This is an optimization exercise on Yosys and OpenROAD, whose aim is small area, not a production implementation.
RTL that was checked went through simulation tests only; none was proved equivalent to the original.
Power is estimated from default activity; no workload was simulated.

==> module calculator, before the edit <==
module calculator(
	input newkey,
	input [4:0] keycode,
	input clk,
	input rst,
	output reg [19:0] x,
	output reg led
	);
	reg [19:0] y;
	reg op;				 
	reg [4:0] cnt;		 
	wire kdig = keycode[4] | (keycode[2:0] == 3'd7);
	wire kop  = ~keycode[4] & ((keycode[2:0] == 3'd1) | (keycode[2:0] == 3'd2));
	wire keq  = ~keycode[4] & (keycode[2:0] == 3'd3);
	wire kca  = ~keycode[4] & (keycode[2:0] == 3'd4);
	wire busy   = ~(cnt[4] & cnt[2]);
	wire eqmode = ~cnt[4] | ~(cnt[3] | cnt[2]);
	wire mul    = eqmode & op;
	wire [19:0] t = {x[18:0], x[19]};
	wire xi = t[0];
	wire en = eqmode & (op ? xi : (cnt == 5'd19));
	wire [19:0] m;
	genvar g;
	generate for (g = 0; g < 20; g = g + 1) begin : gm
		assign m[g] = (cnt >= g);
	end endgenerate
	wire [19:0] ta = t & m;
	wire [19:0] ya = y & m & {20{en}};
	wire [20:0] c;
	wire [19:0] s;
	wire a0 = t[0] & ~mul;
	assign s[0] = a0 ^ ya[0];
	assign c[1] = a0 & ya[0];
	assign c[0] = 1'b0;
	generate for (g = 1; g < 20; g = g + 1) begin : ga
		assign {c[g+1], s[g]} = ta[g] + ya[g] + c[g];
	end endgenerate
	wire [19:0] nx = (s & m) | (t & ~m);
	wire ovf = c[20] | |((c[19:1] | (y[19:1] & {19{en}})) & ~m[19:1]);
	always @(posedge clk) begin
		if (rst) begin
			x <= 20'd0;
			y <= 20'd0;
			op <= 1'b0;
			led <= 1'b0;
			cnt <= 5'd20;
		end else if (newkey) begin
			if (kdig) begin
				x[19:16] <= keycode[3:0];
				led <= 1'b0;
				cnt <= 5'd24;
			end else if (kop) begin
				y <= x;
				x <= 20'd0;
				op <= keycode[1];
				led <= 1'b0;
			end else if (keq) begin
				led <= 1'b0;
				cnt <= 5'd0;
			end else if (kca) begin
				x <= 20'd0;
				y <= 20'd0;
				op <= 1'b0;
				led <= 1'b0;
			end
		end else if (busy) begin
			x <= nx;
			led <= led | ovf;
			cnt <= cnt + 5'd1;
		end
	end
endmodule
Settings: LEC_CHECK=0, CAP_MARGIN=20, CORE_MARGIN=2, CORE_UTILIZATION=40, SLEW_MARGIN=20; clock period 10.0 ns.
run.sh (not shown) runs the stock make flow with config.mk's settings and CLKGATE_MAP_FILE= SYNTH_SCRIPT=/design/flow/synth_recipe.tcl, a recipe that flattens the netlist after the stock synthesis.
Rerun with:
--- a/flow/design.v
+++ b/flow/design.v
@@ -17,28 +17,31 @@
 	wire eqmode = ~cnt[4] | ~(cnt[3] | cnt[2]);
 	wire mul    = eqmode & op;
 	wire [19:0] t = {x[18:0], x[19]};
 	wire xi = t[0];
 	wire en = eqmode & (op ? xi : (cnt == 5'd19));
-	wire [19:0] m;
+	wire [20:0] m;
 	genvar g;
 	generate for (g = 0; g < 20; g = g + 1) begin : gm
 		assign m[g] = (cnt >= g);
 	end endgenerate
-	wire [19:0] ta = t & m;
-	wire [19:0] ya = y & m & {20{en}};
+	assign m[20] = 1'b0;
+	wire [19:0] yen = y & {20{en}};
 	wire [20:0] c;
 	wire [19:0] s;
 	wire a0 = t[0] & ~mul;
-	assign s[0] = a0 ^ ya[0];
-	assign c[1] = a0 & ya[0];
+	assign s[0] = a0 ^ yen[0];
+	assign c[1] = a0 & yen[0];
 	assign c[0] = 1'b0;
 	generate for (g = 1; g < 20; g = g + 1) begin : ga
-		assign {c[g+1], s[g]} = ta[g] + ya[g] + c[g];
+		wire ya = yen[g] & m[g];
+		wire ci = c[g] & m[g];
+		assign s[g] = t[g] ^ ya ^ ci;
+		assign c[g+1] = (t[g] & ya) | (t[g] & ci) | (ya & ci);
 	end endgenerate
-	wire [19:0] nx = (s & m) | (t & ~m);
-	wire ovf = c[20] | |((c[19:1] | (y[19:1] & {19{en}})) & ~m[19:1]);
+	wire [20:0] drop = {1'b0, yen} & ~m;
+	wire ovf = |(({c[20:1], 1'b0} | drop) & ~m);
 	always @(posedge clk) begin
 		if (rst) begin
 			x <= 20'd0;
 			y <= 20'd0;
 			op <= 1'b0;
@@ -62,11 +65,11 @@
 				y <= 20'd0;
 				op <= 1'b0;
 				led <= 1'b0;
 			end
 		end else if (busy) begin
-			x <= nx;
+			x <= s;
 			led <= led | ovf;
 			cnt <= cnt + 5'd1;
 		end
 	end
 endmodule
Effect: Now the flow completed and failed the layout checks on negative setup slack. Global-route usage drops by 0.49 points. Final cell count climbs by 4.6%. Area after synthesis drops by 5.5%. Critical path depth climbs by 8. Total power drops by 10%. Final area climbs by 7.7%. Clock-buffer cell count does not change. Setup slack is worse by 1700 ps. Routed wire length drops by 4.7%. Die area drops by 5.3%. First-iteration DRC count climbs by 17%. Hold slack is better by 4.5 ps. Synthesized cell count drops by 3.6%.
For the first run of this note, only the layout was checked, not whether the RTL still works.

re-timing with driven ports:
In the flow no input, the clock included, has a driving cell. The finished layouts below were timed again as built, in two steps. Step 1, drivers: a clkbuf_16 drives clk and a buf_2 each remaining input, both assumed. Step 2 adds t to the input delays and takes it off the output delays; t is the mean of the earliest and latest rising clock arrival at the registers after step 1. Input paths then give back, and output paths get back, about the clock's delay inside the block. a / b / c = ideal ports / drivers / drivers and shift; a / b = the first two.
| run | t (ns) | slack for setup (ns) | hold slack, ns | clock arrival spread, ns |
|---|---|---|---|---|
| the first run | 0.340 | 0.425 / 0.425 / 0.425 | 0.515 / 0.515 / 0.515 | 0.007 / 0.007 |
| the second run | 0.333 | -1.277 / -1.277 / -1.277 | 0.520 / 0.520 / 0.520 | 0.007 / 0.007 |
